From an optimization exercise on the open Yosys and OpenROAD flow, aimed at small area and a short achievable clock period; shortcuts taken in it are not production practice. The RTL was checked by simulation tests, not by an equivalence proof against the original design. Power figures rest on the tool's default switching activity, not on a simulated workload.

## run A
## EX
module EX (
    input clk,
    input rst_n,
    input en,
    input stage_ID_EX__EX_regwrite,
    input stage_ID_EX__EX_memtoreg,
    input stage_ID_EX__EX_memread,
    input stage_ID_EX__EX_memwrite,
    input stage_ID_EX__EX_alusrc,
    input [1:0] stage_ID_EX__EX_aluop,
    input stage_ID_EX__EX_regdst,
    input stage_ID_EX__EX_sys_en,
    input [31:0]stage_ID_EX__EX_rs_data,
    input [31:0]stage_ID_EX__EX_rt_data,
    input [4:0]stage_ID_EX__EX_rs_id,
    input [4:0]stage_ID_EX__EX_rt_id,
    input [4:0]stage_ID_EX__EX_rd_id,
    input [31:0]stage_ID_EX__EX_sign_ext,
    input [2:0]stage_ID_EX__EX_funct3,
    input sys__EX_done,
    output reg stage_EX_MEM__MEM_regwrite,
    output reg stage_EX_MEM__MEM_memtoreg,
    output reg stage_EX_MEM__MEM_memread,
    output reg stage_EX_MEM__MEM_memwrite,
    output reg [31:0] stage_EX_MEM__MEM_alures,
    output reg [31:0] stage_EX_MEM__MEM_store_data,
    output reg [4:0]  stage_EX_MEM__MEM_rd_id,
    output EX__HDUbr_regwrite,
    output EX__HDU_memread,
    output [4:0] EX__HDU_HDUbr_rd_id,
    output EX_stall_for_sys,
    input  FU__EX_rs_wb,
    input  FU__EX_rs_mem,
    input  FU__EX_rt_wb,
    input  FU__EX_rt_mem,
    input [31:0]  WB__EX_for_help,
    input [31:0]  MEM__EX_for_help
);
Size in the first run: ~74 flip-flops, roughly 0.0090 mm² of cells after synthesis.
clock: 5.2 ns
lec_check: 0
abc_area: 1
cap_margin: 20
core_margin: 2
core_utilization: 40
setup_slack_margin: 1.5
slew_margin: 20
tns_end_percent: 0
standard.sh (not shown) runs the stock make flow with config.mk's settings and CLKGATE_MAP_FILE= SYNTH_SCRIPT=/design/flow/synth_recipe.tcl, a recipe that flattens the netlist after the stock synthesis.
==> flow/flow/run.sh <==
#!/bin/bash
# Standard layout, but buffer the ports with the smallest buffer cell.
set -o pipefail
bash standard.sh BUFFER_PORTS_ARGS="-buffer_cell sky130_fd_sc_hd__buf_1" finish > flow_standard.log 2>&1
The following lists how run B was set up differently from run A:
Settings: a deleted TNS_END_PERCENT that had been 0.
==> flow/flow/run.sh <==
#!/bin/bash
# Standard layout with three changes: synthesis maps the logic with its own ABC
# script (flow/synth.tcl, flow/map.abc), ports are buffered with the smallest
# buffer, and CTS adds no dummy loads.
set -o pipefail
export EX_ABC_SCRIPT=$PWD/flow/map.abc
bash standard.sh \
  SYNTH_SCRIPT=$PWD/flow/synth.tcl \
  BUFFER_PORTS_ARGS="-buffer_cell sky130_fd_sc_hd__buf_1" \
  CTS_ARGS="-sink_clustering_enable -repair_clock_nets -dont_use_dummy_load" \
  finish > flow_standard.log 2>&1
==> flow/flow/map.abc (new file) <==
strash
dch
map -B 0.9
topo
==> flow/flow/synth.tcl (new file) <==
proc synth {args} { yosys synth -nofsm -noshare {*}$args }
proc abc {args} {
  set i [lsearch -exact $args -script]
  if {$i >= 0} { lset args [expr {$i + 1}] $::env(EX_ABC_SCRIPT) }
  yosys abc {*}$args
}
source $::env(SCRIPTS_DIR)/synth.tcl
# left out here: clear keep_hierarchy, flatten, clean up, hide names made inside functions, write 1_2_yosys.v
### Flow results
For the global-route wire length before repair, run B came in 9.7% lower than run A did.
Summary: with run A as the reference, die area in run B moved down by a few percent.
Design area in run B is about 0.9% above run A.
Worst slew margin relative to its limit in run B is 19 points higher than in run A
No run among run B and run A stopped early or left any final violation; all are clean.
Changes observed in run B relative to run A: max-slew violation count ~0 delta, layout cell share with drive strength beyond 1 saw an increase, met1 layer wirelength in the final routing now sits lower, switching portion of total power grew by 0.74 points.
In the flow results for run B and run A, the area after synthesis is smaller on run B.
Modified inputs, run C compared to run B
Settings: changing SETUP_SLACK_MARGIN from 1.5 to 1.2.
==> flow/flow/run.sh <==
#!/bin/bash
# Standard layout, but buffer the ports with the smallest buffer cell.
set -o pipefail
bash standard.sh BUFFER_PORTS_ARGS="-buffer_cell sky130_fd_sc_hd__buf_1" finish > flow_standard.log 2>&1
removed: flow/flow/map.abc
removed: flow/flow/synth.tcl
### Flow results
- Of the two values seen for capture point of the critical path, stage_EX_MEM__MEM_alures[30]$_DFF_P_ was produced by run B and stage_EX_MEM__MEM_alures[23]$_DFF_P_ by run C.
- [compare] base=run B new=run C: met1 layer usage reported by global route shows a reduction of 0.31 points, via count down 96, weighted congestion reported at the end of routability-driven placement fell by about 5%.
Input-level comparison between run D and run C:
Settings: swapping 1.2 for 1.5 in SETUP_SLACK_MARGIN.
==> flow/flow/run.sh <==
#!/bin/bash
# Standard layout with three changes: synthesis maps the logic with its own ABC
# script (flow/synth.tcl, flow/map.abc), ports are buffered with the smallest
# buffer, and CTS adds no dummy loads.
set -o pipefail
export EX_ABC_SCRIPT=$PWD/flow/map.abc
bash standard.sh \
  SYNTH_SCRIPT=$PWD/flow/synth.tcl \
  BUFFER_PORTS_ARGS="-buffer_cell sky130_fd_sc_hd__buf_1" \
  CTS_ARGS="-sink_clustering_enable -repair_clock_nets -dont_use_dummy_load" \
  finish > flow_standard.log 2>&1
==> flow/flow/map.abc (new file) <==
strash
dch
map -B 0.9
topo
stime -c
buffer -c
dnsize -c
==> flow/flow/synth.tcl (new file) <==
proc synth {args} { yosys synth -nofsm -noshare {*}$args }
proc abc {args} {
  set i [lsearch -exact $args -script]
  if {$i >= 0} { lset args [expr {$i + 1}] $::env(EX_ABC_SCRIPT) }
  yosys abc {*}$args
}
source $::env(SCRIPTS_DIR)/synth.tcl
# left out here: clear keep_hierarchy, flatten, clean up, hide names made inside functions, write 1_2_yosys.v
## What came out
- Number of cells on the critical path for run D is higher than for run C.
- As far as synthesized cell count goes, run C and run D are indistinguishable; the numbers are identical.
- Against run C as the reference, run D delivers a higher max-slew headroom at the worst pin.
- Between run D and run C, overall fraction of global-route tracks in use is lower for run C, run D comes in above that.
- Higher antenna diode instance count among run D and run C: run D
- From run C to run D the numbers moved as follows: largest net degree at the start of global routing grew by 6; wire length saw an increase; post-layout instance count excluding filler cells up 0.37%.

[port drivers added, routing unchanged]
The flow's constraints put no driver on any port. The routed layouts listed below were extracted and timed again, unchanged, in two steps.
Step 1, drivers: a clkbuf_16 drives clk and a buf_2 each remaining input, both assumed.
Step 2 times the ports against the registers' clock, not the clock port: input delays grow and output delays shrink by t, the midpoint of the rising clock arrivals with the driver on.
a / b / c = no drivers / after step 1 / after step 2; a / b = the first two.
run | t (ns) | setup slack, ns | hold WS [ns]
run A | 0.397 | 1.648 / 1.635 / 1.238 | 0.460 / 0.460 / 0.460
run B | 0.396 | 1.597 / 1.600 / 1.205 | 0.457 / 0.457 / 0.457
run C | 0.398 | 1.433 / 1.457 / 1.059 | 0.458 / 0.458 / 0.458
run D | 0.388 | 1.541 / 1.569 / 1.181 | 0.455 / 0.455 / 0.455
After both steps every run listed still meets setup and hold. The setup slack of run A, which loses most, moves by -0.013 ns with the drivers and by -0.410 ns with both steps.
